This design comes from an exercise in tuning for a short achievable clock period and few clock cycles on the open sky130 flow, not from production work.
Only simulation tests tie the RTL to the original design; equivalence was not proved.
No activity file was given, so power comes from the tool's default toggle rates.

==> v11 <==
==> flow/design.v (excerpt) <==
module top(clk,reset,imem_addr,imem_rdata,dmem_addr,dmem_wdata,dmem_we,dmem_rdata);
==> flow/config.mk <==
export PLATFORM = sky130hd
export DESIGN_NAME = top
export DESIGN_NICKNAME = top
export VERILOG_FILES = /design/flow/design.v
export SDC_FILE = /design/flow/constraint.sdc
export NUM_CORES = 4
export LEC_CHECK = 0
export ABC_CLOCK_PERIOD_IN_PS = 3000
export CAP_MARGIN = 20
export CORE_MARGIN = 2
export CORE_UTILIZATION = 40
export SLEW_MARGIN = 20
==> flow/constraint.sdc <==
create_clock -name core_clock -period 12.0 [get_ports {clk}]
set_input_delay 2.4000 -clock core_clock [delete_from_list [all_inputs] [get_ports {clk}]]
set_output_delay 2.4000 -clock core_clock [all_outputs]
set_load 0.01 [all_outputs]
standard.sh (not shown) runs the stock make flow with config.mk's settings and CLKGATE_MAP_FILE= SYNTH_SCRIPT=/design/flow/synth_recipe.tcl, a recipe that flattens the netlist after the stock synthesis.
==> flow/flow/run.sh <==
#!/bin/bash
set -uo pipefail
bash standard.sh SETUP_SLACK_MARGIN=8.6 finish > flow_standard.log 2>&1
==> v23: changes against v11 <==
--- a/flow/design.v
+++ b/flow/design.v
@@ -131,50 +131,28 @@
   output [31:0] dmem_addr;
   output [31:0] dmem_wdata;
   output dmem_we;
   input [31:0] dmem_rdata;
   localparam NBTB = 4;
   localparam BTBW = 2;                     
-  function [31:0] ks_add;
-    input [31:0] x, y;
-    input cin;
-    reg [31:0] p, g, pp, gg, ng, np;
-    integer i, l, d;
-    begin
-      p = x ^ y;
-      g = x & y;
-      gg = g;
-      gg[0] = g[0] | (p[0] & cin);
-      pp = p;
-      for (l = 0; l < 5; l = l + 1) begin
-        d = 1 << l;
-        ng = gg; np = pp;
-        for (i = 0; i < 32; i = i + 1)
-          if (i >= d) begin
-            ng[i] = gg[i] | (pp[i] & gg[i-d]);
-            np[i] = pp[i] & pp[i-d];
-          end
-        gg = ng; pp = np;
-      end
-      ks_add = p ^ {gg[30:0], cin};
-    end
-  endfunction
-  reg [31:0] pc_f;
+  reg [31:0] pc_f;                           
+  reg [31:0] pc_n;                           
+  wire [31:0] pc_i = ~pc_n;
   reg        x_valid, x_pred;
   reg [31:0] x_ir, x_imm, x_pc, x_pc4;
   reg [31:0] x_ralo, x_rahi, x_rblo, x_rbhi;   
   reg [31:0] x_sa, x_sb;                       
   reg        x_isr, x_isi, x_islw, x_issw, x_isbr, x_rseq, x_rdnz;
   reg [4:0]  x_sel;                        
   reg        x_ap, x_am, x_aw, x_az, x_alo, x_ahi, x_as;
   reg        x_bp, x_bm, x_bw, x_bz, x_blo, x_bhi, x_bs;
   reg        x_om, x_ow, x_oz, x_olo, x_ohi, x_os, x_oi;
   reg        m_rw, m_load, m_we, m_late, m_pa, m_pb;
   reg [4:0]  m_sel;
   reg [4:0]  m_rd;
-  reg [31:0] m_res, m_wdata, m_a, m_b;
+  reg [31:0] m_res, m_addr, m_wdata, m_a, m_b;    
   reg        w_rw;
   reg [4:0]  w_rd;
   reg [31:0] w_val;
   reg [31:0] z_val;
   reg [31:0] rf [1:31];
   reg [NBTB-1:0] btb_v;
@@ -182,13 +160,13 @@
   reg [31:0] btb_tgt [0:NBTB-1];
   reg [BTBW-1:0] btb_ptr;
   reg        bi_ins, bi_rm;                
   reg [BTBW-1:0] bi_idx;
   reg [31:0] bi_pc, bi_tgt;
   assign imem_addr  = pc_f;
-  assign dmem_addr  = m_res;
+  assign dmem_addr  = m_addr;
   assign dmem_wdata = m_wdata;
   assign dmem_we    = m_we;
   wire [4:0] rs1 = x_ir[19:15];
   wire [4:0] rs2 = x_ir[24:20];
   wire [4:0] rd  = x_ir[11:7];
   wire pm1 = x_ap;
@@ -198,31 +176,25 @@
   wire [31:0] b   = ({32{x_bm}} & m_res) | ({32{x_bw}} & w_val) | ({32{x_bz}} & z_val) |
                     ({32{x_blo}} & x_rblo) | ({32{x_bhi}} & x_rbhi) | ({32{x_bs}} & x_sb);
   wire [31:0] opb = ({32{x_om}} & m_res) | ({32{x_ow}} & w_val) | ({32{x_oz}} & z_val) |
                     ({32{x_olo}} & x_rblo) | ({32{x_ohi}} & x_rbhi) | ({32{x_os}} & x_sb) |
                     ({32{x_oi}} & x_imm);
   wire late  = x_valid & (x_isr | x_isi) & (pm1 | (x_isr & pm2));
-  wire stall = x_valid & (((x_islw | x_issw) & pm1) |
+  wire stall = x_valid & (((x_islw | x_issw) & pm1) | (x_issw & pm2 & m_late) |
                           (x_isbr & (pm1 | pm2) & ~x_rseq));
   wire go    = x_valid & ~stall;
-  wire [31:0] sum_add = ks_add(a, opb, 1'b0);
-  wire [31:0] sum_sub = ks_add(a, ~opb, 1'b1);
-  wire [31:0] res = ({32{x_sel[0]}} & sum_add) | ({32{x_sel[1]}} & sum_sub) |
-                    {31'd0, x_sel[2] & sum_sub[31]} |
-                    ({32{x_sel[3]}} & (a | opb)) | ({32{x_sel[4]}} & (a & opb));
+  wire [31:0] res, sum;
+  rv_alu alu_x (.a(a), .b(opb), .sel(x_sel), .res(res), .sum(sum));
   wire taken    = x_isbr & (a == b);
   wire redirect = go & (taken ^ x_pred);
-  wire [31:0] x_btgt = ks_add(x_pc, {{20{x_ir[31]}}, x_ir[7], x_ir[30:25], x_ir[11:8], 1'b0}, 1'b0);
+  wire [31:0] x_btgt = x_pc + {{20{x_ir[31]}}, x_ir[7], x_ir[30:25], x_ir[11:8], 1'b0};
   wire [31:0] redir_pc = taken ? x_btgt : x_pc4;
   wire [31:0] la = m_pa ? w_val : m_a;
   wire [31:0] lb = m_pb ? w_val : m_b;
-  wire [31:0] lsum_add = ks_add(la, lb, 1'b0);
-  wire [31:0] lsum_sub = ks_add(la, ~lb, 1'b1);
-  wire [31:0] lres = ({32{m_sel[0]}} & lsum_add) | ({32{m_sel[1]}} & lsum_sub) |
-                     {31'd0, m_sel[2] & lsum_sub[31]} |
-                     ({32{m_sel[3]}} & (la | lb)) | ({32{m_sel[4]}} & (la & lb));
+  wire [31:0] lres;
+  rv_alu alu_m (.a(la), .b(lb), .sel(m_sel), .res(lres), .sum());
   wire [31:0] fi = imem_rdata;
   wire [6:0]  fop = fi[6:0];
   wire [2:0]  ff3 = fi[14:12];
   wire [4:0]  frs1 = fi[19:15];
   wire [4:0]  frs2 = fi[24:20];
   wire f_isr  = (fop == 7'b0110011);
@@ -254,45 +226,49 @@
   wire nz1 = w_rw & (w_rd == frs1);
   wire nz2 = w_rw & (w_rd == frs2);
   wire nr1 = ~nm1 & ~nw1 & ~nz1;
   wire nr2 = ~nm2 & ~nw2 & ~nz2;
   wire hw1 = m_rw & (m_rd == rs1);
   wire hw2 = m_rw & (m_rd == rs2);
-  wire [31:0] f_pc4  = pc_f + 32'd4;
+  wire [31:0] f_pc4  = pc_i + 32'd4;
   reg hit;
   reg [31:0] hit_tgt;
   integer k;
   always @* begin
     hit = 1'b0; hit_tgt = 32'd0;
     for (k = 0; k < NBTB; k = k + 1)
-      if (btb_v[k] && btb_pc[k] == pc_f) begin hit = 1'b1; hit_tgt = btb_tgt[k]; end
+      if (btb_v[k] && btb_pc[k] == pc_i) begin hit = 1'b1; hit_tgt = btb_tgt[k]; end
   end
-  wire f_pred = hit;
-  wire [31:0] f_next = hit ? hit_tgt : f_pc4;
+  wire [31:0] f_early = redirect ? redir_pc : stall ? pc_i : hit ? hit_tgt : f_pc4;
+  wire        f_block = redirect | stall | hit;
+  wire [31:0] f_next;
+  wire        f_spred;
+  rv_fnext fnext (.pc(pc_i), .ir(fi), .early(f_early), .block(f_block),
+                  .next(f_next), .spred(f_spred));
+  wire f_pred = hit | f_spred;
   reg xhit;
   reg [BTBW-1:0] xidx;
   always @* begin
     xhit = 1'b0; xidx = 0;
     for (k = 0; k < NBTB; k = k + 1)
       if (btb_v[k] && btb_pc[k] == x_pc) begin xhit = 1'b1; xidx = k; end
   end
   wire btb_ins = go & x_isbr & taken & ~xhit & ~x_pred;
   always @(posedge clk) begin
     if (reset) begin
-      pc_f <= 32'd0;
+      pc_f <= 32'd0; pc_n <= 32'hffffffff;
       x_valid <= 1'b0; x_pred <= 1'b0;
       m_rw <= 1'b0; m_load <= 1'b0; m_we <= 1'b0; m_late <= 1'b0;
       w_rw <= 1'b0;
       btb_v <= 0; btb_ptr <= 0;
       bi_ins <= 1'b0; bi_rm <= 1'b0;
     end else begin
+      pc_f <= f_next; pc_n <= ~f_next;
       if (redirect) begin
-        pc_f <= redir_pc;
         x_valid <= 1'b0; x_pred <= 1'b0;
       end else if (!stall) begin
-        pc_f <= f_next;
         x_valid <= 1'b1; x_pred <= f_pred;
       end
       m_rw   <= nm_rw;
       m_load <= go & x_islw;
       m_we   <= go & x_issw;
       m_late <= late;
@@ -312,13 +288,13 @@
       x_alo <= 1'b0; x_ahi <= 1'b0; x_as <= ~hw1;
       x_bp <= 1'b0; x_bm <= 1'b0; x_bw <= hw2; x_bz <= 1'b0;
       x_blo <= 1'b0; x_bhi <= 1'b0; x_bs <= ~hw2;
       x_om <= 1'b0; x_ow <= x_isr & hw2; x_oz <= 1'b0;
       x_olo <= 1'b0; x_ohi <= 1'b0; x_os <= x_isr & ~hw2; x_oi <= ~x_isr;
     end else begin
-      x_ir <= fi; x_pc <= pc_f; x_pc4 <= f_pc4;
+      x_ir <= fi; x_pc <= pc_i; x_pc4 <= f_pc4;
       x_ralo <= rdlo(frs1[3:0]); x_rahi <= rdhi(frs1[3:0]);
       x_rblo <= rdlo(frs2[3:0]); x_rbhi <= rdhi(frs2[3:0]);
       x_imm <= f_imm;
       x_isr <= f_isr; x_isi <= f_isi; x_islw <= f_islw; x_issw <= f_issw; x_isbr <= f_isbr;
       x_rseq <= (frs1 == frs2); x_rdnz <= (fi[11:7] != 5'd0);
       x_sel <= f_sel;
@@ -331,19 +307,70 @@
       x_om <= f_isr & nm2 & ~nm_pend; x_ow <= f_isr & ~nm2 & nw2;
       x_oz <= f_isr & ~nm2 & ~nw2 & nz2;
       x_olo <= f_isr & nr2 & ~frs2[4]; x_ohi <= f_isr & nr2 & frs2[4];
       x_os <= 1'b0; x_oi <= ~f_isr;
     end
     m_rd <= rd; m_res <= res;
-    m_wdata <= pm2 ? (m_load ? dmem_rdata : lres) : b;
+    m_addr <= sum;
+    m_wdata <= pm2 ? dmem_rdata : b;
     m_a <= a; m_b <= opb; m_pa <= pm1; m_pb <= x_isr & pm2; m_sel <= x_sel;
     w_rd <= m_rd;
     w_val <= m_late ? lres : m_load ? dmem_rdata : m_res;
     z_val <= w_val;
     bi_idx <= xidx; bi_pc <= x_pc; bi_tgt <= x_btgt;
     if (bi_ins) begin
       btb_pc[btb_ptr] <= bi_pc;
       btb_tgt[btb_ptr] <= bi_tgt;
     end
     if (w_rw) rf[w_rd] <= w_val;
   end
 endmodule
+module rv_alu(a, b, sel, res, sum);
+  input  [31:0] a, b;
+  input  [4:0]  sel;
+  output [31:0] res, sum;
+  function [31:0] ks_add;
+    input [31:0] x, y;
+    input cin;
+    reg [31:0] p, g, pp, gg, ng, np;
+    integer i, l, d;
+    begin
+      p = x ^ y;
+      g = x & y;
+      gg = g;
+      gg[0] = g[0] | (p[0] & cin);
+      pp = p;
+      for (l = 0; l < 5; l = l + 1) begin
+        d = 1 << l;
+        ng = gg; np = pp;
+        for (i = 0; i < 32; i = i + 1)
+          if (i >= d) begin
+            ng[i] = gg[i] | (pp[i] & gg[i-d]);
+            np[i] = pp[i] & pp[i-d];
+          end
+        gg = ng; pp = np;
+      end
+      ks_add = p ^ {gg[30:0], cin};
+    end
+  endfunction
+  wire [31:0] sum_add = ks_add(a, b, 1'b0);
+  wire [31:0] sum_sub = ks_add(a, ~b, 1'b1);
+  assign sum = sum_add;
+  assign res = ({32{sel[0]}} & sum_add) | ({32{sel[1]}} & sum_sub) |
+               {31'd0, sel[2] & sum_sub[31]} |
+               ({32{sel[3]}} & (a | b)) | ({32{sel[4]}} & (a & b));
+endmodule
+module rv_fnext(pc, ir, early, block, next, spred);
+  input  [31:0] pc, ir, early;
+  input         block;
+  output [31:0] next;
+  output        spred;
+  wire [12:0] immb = {ir[31], ir[7], ir[30:25], ir[11:8], 1'b0};
+  wire        near = (&immb[12:7]) | ~(|immb[12:7]);
+  assign spred = (ir[6:0] == 7'b1100011) & ((ir[19:15] == ir[24:20]) | ir[31]) & near;
+  wire [7:0]  lo   = {1'b0, pc[6:0]} + {1'b0, immb[6:0]};
+  wire [24:0] hi   = pc[31:7];
+  wire [24:0] hip1 = hi + 25'd1;
+  wire [24:0] him1 = hi - 25'd1;
+  wire [24:0] hsel = ir[31] ? (lo[7] ? hi : him1) : (lo[7] ? hip1 : hi);
+  assign next = (spred & ~block) ? {hsel, lo[6:0]} : early;
+endmodule
==> flow/flow/run.sh (replaced) <==
#!/bin/bash
set -uo pipefail
bash standard.sh SETUP_SLACK_MARGIN=8.6 "BUFFER_PORTS_ARGS=-buffer_cell sky130_fd_sc_hd__buf_8" finish > flow_standard.log 2>&1
- SYNTH_HIERARCHICAL: not set -> 1
==> v37: changes against v11 <==
--- a/flow/design.v
+++ b/flow/design.v
@@ -131,50 +131,28 @@
   output [31:0] dmem_addr;
   output [31:0] dmem_wdata;
   output dmem_we;
   input [31:0] dmem_rdata;
   localparam NBTB = 4;
   localparam BTBW = 2;                     
-  function [31:0] ks_add;
-    input [31:0] x, y;
-    input cin;
-    reg [31:0] p, g, pp, gg, ng, np;
-    integer i, l, d;
-    begin
-      p = x ^ y;
-      g = x & y;
-      gg = g;
-      gg[0] = g[0] | (p[0] & cin);
-      pp = p;
-      for (l = 0; l < 5; l = l + 1) begin
-        d = 1 << l;
-        ng = gg; np = pp;
-        for (i = 0; i < 32; i = i + 1)
-          if (i >= d) begin
-            ng[i] = gg[i] | (pp[i] & gg[i-d]);
-            np[i] = pp[i] & pp[i-d];
-          end
-        gg = ng; pp = np;
-      end
-      ks_add = p ^ {gg[30:0], cin};
-    end
-  endfunction
-  reg [31:0] pc_f;
+  reg [31:0] pc_f;                           
+  reg [31:0] pc_n;                           
+  wire [31:0] pc_i = ~pc_n;
   reg        x_valid, x_pred;
   reg [31:0] x_ir, x_imm, x_pc, x_pc4;
   reg [31:0] x_ralo, x_rahi, x_rblo, x_rbhi;   
   reg [31:0] x_sa, x_sb;                       
   reg        x_isr, x_isi, x_islw, x_issw, x_isbr, x_rseq, x_rdnz;
   reg [4:0]  x_sel;                        
   reg        x_ap, x_am, x_aw, x_az, x_alo, x_ahi, x_as;
   reg        x_bp, x_bm, x_bw, x_bz, x_blo, x_bhi, x_bs;
   reg        x_om, x_ow, x_oz, x_olo, x_ohi, x_os, x_oi;
   reg        m_rw, m_load, m_we, m_late, m_pa, m_pb;
   reg [4:0]  m_sel;
   reg [4:0]  m_rd;
-  reg [31:0] m_res, m_wdata, m_a, m_b;
+  reg [31:0] m_res, m_addr, m_wdata, m_a, m_b;    
   reg        w_rw;
   reg [4:0]  w_rd;
   reg [31:0] w_val;
   reg [31:0] z_val;
   reg [31:0] rf [1:31];
   reg [NBTB-1:0] btb_v;
@@ -182,13 +160,13 @@
   reg [31:0] btb_tgt [0:NBTB-1];
   reg [BTBW-1:0] btb_ptr;
   reg        bi_ins, bi_rm;                
   reg [BTBW-1:0] bi_idx;
   reg [31:0] bi_pc, bi_tgt;
   assign imem_addr  = pc_f;
-  assign dmem_addr  = m_res;
+  assign dmem_addr  = m_addr;
   assign dmem_wdata = m_wdata;
   assign dmem_we    = m_we;
   wire [4:0] rs1 = x_ir[19:15];
   wire [4:0] rs2 = x_ir[24:20];
   wire [4:0] rd  = x_ir[11:7];
   wire pm1 = x_ap;
@@ -198,31 +176,29 @@
   wire [31:0] b   = ({32{x_bm}} & m_res) | ({32{x_bw}} & w_val) | ({32{x_bz}} & z_val) |
                     ({32{x_blo}} & x_rblo) | ({32{x_bhi}} & x_rbhi) | ({32{x_bs}} & x_sb);
   wire [31:0] opb = ({32{x_om}} & m_res) | ({32{x_ow}} & w_val) | ({32{x_oz}} & z_val) |
                     ({32{x_olo}} & x_rblo) | ({32{x_ohi}} & x_rbhi) | ({32{x_os}} & x_sb) |
                     ({32{x_oi}} & x_imm);
   wire late  = x_valid & (x_isr | x_isi) & (pm1 | (x_isr & pm2));
-  wire stall = x_valid & (((x_islw | x_issw) & pm1) |
+  wire stall = x_valid & (((x_islw | x_issw) & pm1) | (x_issw & pm2 & m_late) |
                           (x_isbr & (pm1 | pm2) & ~x_rseq));
   wire go    = x_valid & ~stall;
-  wire [31:0] sum_add = ks_add(a, opb, 1'b0);
-  wire [31:0] sum_sub = ks_add(a, ~opb, 1'b1);
-  wire [31:0] res = ({32{x_sel[0]}} & sum_add) | ({32{x_sel[1]}} & sum_sub) |
-                    {31'd0, x_sel[2] & sum_sub[31]} |
-                    ({32{x_sel[3]}} & (a | opb)) | ({32{x_sel[4]}} & (a & opb));
+  wire [31:0] res, sum;
+  rv_xalu alu_x (.as({x_am, x_aw, x_az, x_alo, x_ahi, x_as}),
+                 .os({x_om, x_ow, x_oz, x_olo, x_ohi, x_os, x_oi}),
+                 .m(m_res), .w(w_val), .z(z_val), .ralo(x_ralo), .rahi(x_rahi), .sa(x_sa),
+                 .rblo(x_rblo), .rbhi(x_rbhi), .sb(x_sb), .imm(x_imm),
+                 .sel(x_sel), .res(res), .sum(sum));
   wire taken    = x_isbr & (a == b);
   wire redirect = go & (taken ^ x_pred);
-  wire [31:0] x_btgt = ks_add(x_pc, {{20{x_ir[31]}}, x_ir[7], x_ir[30:25], x_ir[11:8], 1'b0}, 1'b0);
+  wire [31:0] x_btgt = x_pc + {{20{x_ir[31]}}, x_ir[7], x_ir[30:25], x_ir[11:8], 1'b0};
   wire [31:0] redir_pc = taken ? x_btgt : x_pc4;
   wire [31:0] la = m_pa ? w_val : m_a;
   wire [31:0] lb = m_pb ? w_val : m_b;
-  wire [31:0] lsum_add = ks_add(la, lb, 1'b0);
-  wire [31:0] lsum_sub = ks_add(la, ~lb, 1'b1);
-  wire [31:0] lres = ({32{m_sel[0]}} & lsum_add) | ({32{m_sel[1]}} & lsum_sub) |
-                     {31'd0, m_sel[2] & lsum_sub[31]} |
-                     ({32{m_sel[3]}} & (la | lb)) | ({32{m_sel[4]}} & (la & lb));
+  wire [31:0] lres;
+  rv_alu alu_m (.a(la), .b(lb), .sel(m_sel), .res(lres), .sum());
   wire [31:0] fi = imem_rdata;
   wire [6:0]  fop = fi[6:0];
   wire [2:0]  ff3 = fi[14:12];
   wire [4:0]  frs1 = fi[19:15];
   wire [4:0]  frs2 = fi[24:20];
   wire f_isr  = (fop == 7'b0110011);
@@ -254,20 +230,20 @@
   wire nz1 = w_rw & (w_rd == frs1);
   wire nz2 = w_rw & (w_rd == frs2);
   wire nr1 = ~nm1 & ~nw1 & ~nz1;
   wire nr2 = ~nm2 & ~nw2 & ~nz2;
   wire hw1 = m_rw & (m_rd == rs1);
   wire hw2 = m_rw & (m_rd == rs2);
-  wire [31:0] f_pc4  = pc_f + 32'd4;
+  wire [31:0] f_pc4  = pc_i + 32'd4;
   reg hit;
   reg [31:0] hit_tgt;
   integer k;
   always @* begin
     hit = 1'b0; hit_tgt = 32'd0;
     for (k = 0; k < NBTB; k = k + 1)
-      if (btb_v[k] && btb_pc[k] == pc_f) begin hit = 1'b1; hit_tgt = btb_tgt[k]; end
+      if (btb_v[k] && btb_pc[k] == pc_i) begin hit = 1'b1; hit_tgt = btb_tgt[k]; end
   end
   wire f_pred = hit;
   wire [31:0] f_next = hit ? hit_tgt : f_pc4;
   reg xhit;
   reg [BTBW-1:0] xidx;
   always @* begin
@@ -275,24 +251,24 @@
     for (k = 0; k < NBTB; k = k + 1)
       if (btb_v[k] && btb_pc[k] == x_pc) begin xhit = 1'b1; xidx = k; end
   end
   wire btb_ins = go & x_isbr & taken & ~xhit & ~x_pred;
   always @(posedge clk) begin
     if (reset) begin
-      pc_f <= 32'd0;
+      pc_f <= 32'd0; pc_n <= 32'hffffffff;
       x_valid <= 1'b0; x_pred <= 1'b0;
       m_rw <= 1'b0; m_load <= 1'b0; m_we <= 1'b0; m_late <= 1'b0;
       w_rw <= 1'b0;
       btb_v <= 0; btb_ptr <= 0;
       bi_ins <= 1'b0; bi_rm <= 1'b0;
     end else begin
       if (redirect) begin
-        pc_f <= redir_pc;
+        pc_f <= redir_pc; pc_n <= ~redir_pc;
         x_valid <= 1'b0; x_pred <= 1'b0;
       end else if (!stall) begin
-        pc_f <= f_next;
+        pc_f <= f_next; pc_n <= ~f_next;
         x_valid <= 1'b1; x_pred <= f_pred;
       end
       m_rw   <= nm_rw;
       m_load <= go & x_islw;
       m_we   <= go & x_issw;
       m_late <= late;
@@ -312,13 +288,13 @@
       x_alo <= 1'b0; x_ahi <= 1'b0; x_as <= ~hw1;
       x_bp <= 1'b0; x_bm <= 1'b0; x_bw <= hw2; x_bz <= 1'b0;
       x_blo <= 1'b0; x_bhi <= 1'b0; x_bs <= ~hw2;
       x_om <= 1'b0; x_ow <= x_isr & hw2; x_oz <= 1'b0;
       x_olo <= 1'b0; x_ohi <= 1'b0; x_os <= x_isr & ~hw2; x_oi <= ~x_isr;
     end else begin
-      x_ir <= fi; x_pc <= pc_f; x_pc4 <= f_pc4;
+      x_ir <= fi; x_pc <= pc_i; x_pc4 <= f_pc4;
       x_ralo <= rdlo(frs1[3:0]); x_rahi <= rdhi(frs1[3:0]);
       x_rblo <= rdlo(frs2[3:0]); x_rbhi <= rdhi(frs2[3:0]);
       x_imm <= f_imm;
       x_isr <= f_isr; x_isi <= f_isi; x_islw <= f_islw; x_issw <= f_issw; x_isbr <= f_isbr;
       x_rseq <= (frs1 == frs2); x_rdnz <= (fi[11:7] != 5'd0);
       x_sel <= f_sel;
@@ -331,19 +307,68 @@
       x_om <= f_isr & nm2 & ~nm_pend; x_ow <= f_isr & ~nm2 & nw2;
       x_oz <= f_isr & ~nm2 & ~nw2 & nz2;
       x_olo <= f_isr & nr2 & ~frs2[4]; x_ohi <= f_isr & nr2 & frs2[4];
       x_os <= 1'b0; x_oi <= ~f_isr;
     end
     m_rd <= rd; m_res <= res;
-    m_wdata <= pm2 ? (m_load ? dmem_rdata : lres) : b;
+    m_addr <= sum;
+    m_wdata <= pm2 ? dmem_rdata : b;
     m_a <= a; m_b <= opb; m_pa <= pm1; m_pb <= x_isr & pm2; m_sel <= x_sel;
     w_rd <= m_rd;
     w_val <= m_late ? lres : m_load ? dmem_rdata : m_res;
     z_val <= w_val;
     bi_idx <= xidx; bi_pc <= x_pc; bi_tgt <= x_btgt;
     if (bi_ins) begin
       btb_pc[btb_ptr] <= bi_pc;
       btb_tgt[btb_ptr] <= bi_tgt;
     end
     if (w_rw) rf[w_rd] <= w_val;
   end
 endmodule
+module rv_alu(a, b, sel, res, sum);
+  input  [31:0] a, b;
+  input  [4:0]  sel;
+  output [31:0] res, sum;
+  function [31:0] ks_add;
+    input [31:0] x, y;
+    input cin;
+    reg [31:0] p, g, pp, gg, ng, np;
+    integer i, l, d;
+    begin
+      p = x ^ y;
+      g = x & y;
+      gg = g;
+      gg[0] = g[0] | (p[0] & cin);
+      pp = p;
+      for (l = 0; l < 5; l = l + 1) begin
+        d = 1 << l;
+        ng = gg; np = pp;
+        for (i = 0; i < 32; i = i + 1)
+          if (i >= d) begin
+            ng[i] = gg[i] | (pp[i] & gg[i-d]);
+            np[i] = pp[i] & pp[i-d];
+          end
+        gg = ng; pp = np;
+      end
+      ks_add = p ^ {gg[30:0], cin};
+    end
+  endfunction
+  wire [31:0] sum_add = ks_add(a, b, 1'b0);
+  wire [31:0] sum_sub = ks_add(a, ~b, 1'b1);
+  assign sum = sum_add;
+  assign res = ({32{sel[0]}} & sum_add) | ({32{sel[1]}} & sum_sub) |
+               {31'd0, sel[2] & sum_sub[31]} |
+               ({32{sel[3]}} & (a | b)) | ({32{sel[4]}} & (a & b));
+endmodule
+module rv_xalu(as, os, m, w, z, ralo, rahi, sa, rblo, rbhi, sb, imm, sel, res, sum);
+  input  [5:0]  as;
+  input  [6:0]  os;
+  input  [31:0] m, w, z, ralo, rahi, sa, rblo, rbhi, sb, imm;
+  input  [4:0]  sel;
+  output [31:0] res, sum;
+  wire [31:0] a = ({32{as[5]}} & m) | ({32{as[4]}} & w) | ({32{as[3]}} & z) |
+                  ({32{as[2]}} & ralo) | ({32{as[1]}} & rahi) | ({32{as[0]}} & sa);
+  wire [31:0] b = ({32{os[6]}} & m) | ({32{os[5]}} & w) | ({32{os[4]}} & z) |
+                  ({32{os[3]}} & rblo) | ({32{os[2]}} & rbhi) | ({32{os[1]}} & sb) |
+                  ({32{os[0]}} & imm);
+  rv_alu alu (.a(a), .b(b), .sel(sel), .res(res), .sum(sum));
+endmodule
- SYNTH_HIERARCHICAL: not set -> 1
==> qor summary <==
| metric | v37 | v23 | v11 |
|---|---|---|---|
| VDD IR max | 0.1520 mV | 0.1680 mV | 0.1482 mV |
| Met3 demand-to-capacity share in global routing | 0.1023 | 0.08366 | 0.07745 |
| Actual transition at the worst max-transition pin | 1234 ps | 1053 ps | 1172 ps |
| Net switching component of the power | 5.238 mW | 5.089 mW | 4.835 mW |
| Depth of the worst register-to-register path | 19 | 13 | 19 |
| Area of the core | 240,300 µm² | 238,100 µm² | 226,800 µm² |
| Critical hold path startpoint | x_sel[3]$_DFFE_PN_ | x_ap$_SDFF_PP0_ | x_ap$_SDFF_PP0_ |
| Post_cts resized | 1,427 | 914 | 1,326 |
| Netlist area before placement | 96,510 µm² | 95,850 µm² | 91,100 µm² |
| Status | no timing/DRC/antenna violations | no timing/DRC/antenna violations | no timing/DRC/antenna violations |
| Number of combinational gates with multiple inputs | 4,401 | 4,376 | 4,014 |
| Sequential cell count | 1,943 | 1,943 | 1,879 |
| Switching Share | 0.2909 | 0.2852 | 0.2824 |
| Horizontal die dimension | 495.2 µm | 493.5 µm | 481.2 µm |
| Buffer count excluding the clock tree in the final layout | 943 | 786 | 805 |
| Multi-input gate area | 44,080 µm² | 43,710 µm² | 39,530 µm² |
| Post CTS Setup Buffer Count | 351 | 266 | 308 |
| Layout fillers | 19,960 | 19,860 | 18,960 |
| Fraction of final layout cells sized beyond drive strength 1 | 0.3359 | 0.3370 | 0.3030 |
| Reg2reg setup slack | 8170 ps | 7930 ps | 7950 ps |
| Clock Skews | 117.1 ps | 126.5 ps | 100.9 ps |
| Number of well-tap cells placed | 3,185 | 3,167 | 3,009 |
| Endpoint of the worst-slack reg-to-reg timing path | m_res[27]$_DFF_P_ | m_res[30]$_DFF_P_ | m_wdata[26]$_DFF_P_ |
| Clock power share | 0.360 | 0.364 | 0.370 |
Testbench counts of v11, summed over its fixed seeds: cycles 159,247.
Testbench counts of v23, summed over its fixed seeds: cycles 155,317.
Testbench counts of v37, summed over its fixed seeds: cycles 159,399.

[what the ideal ports hide]
How much do the figures lean on ideal ports? The routed layouts below were timed once more, with nothing changed but the port constraints. Step 1 (the two cells are an assumption about what drives the block):
set clk [get_ports {clk}]
set_driving_cell -lib_cell sky130_fd_sc_hd__clkbuf_16 $clk
set_driving_cell -lib_cell sky130_fd_sc_hd__buf_2 [delete_from_list [all_inputs] $clk]
Step 2, shift: input delay + t, output delay - t, t = (earliest + latest rising clock arrival at the registers) / 2. This alone moves slack from input paths to output paths. Slacks: no drivers / after step 1 / after step 2; pairs: no drivers / after step 1.
run | t (ns) | slack for setup (ns) | slew at the worst register clock pin (ns) | worst data-port slew with drivers (ns) | cell pins on the clock port's net
v11 | 0.930 | 7.954 / 7.954 / 7.332 | 0.07 / 0.07 | 0.40 | 1
v23 | 0.954 | 7.931 / 7.931 / 7.073 | 0.07 / 0.07 | 0.48 | 1
v37 | 0.931 | 8.169 / 8.105 / 7.447 | 0.07 / 0.07 | 0.30 | 1
After both steps every run listed still meets setup and hold. The setup slack of v23, which loses most, moves by 0.000 ns with the drivers and by -0.858 ns with both steps.
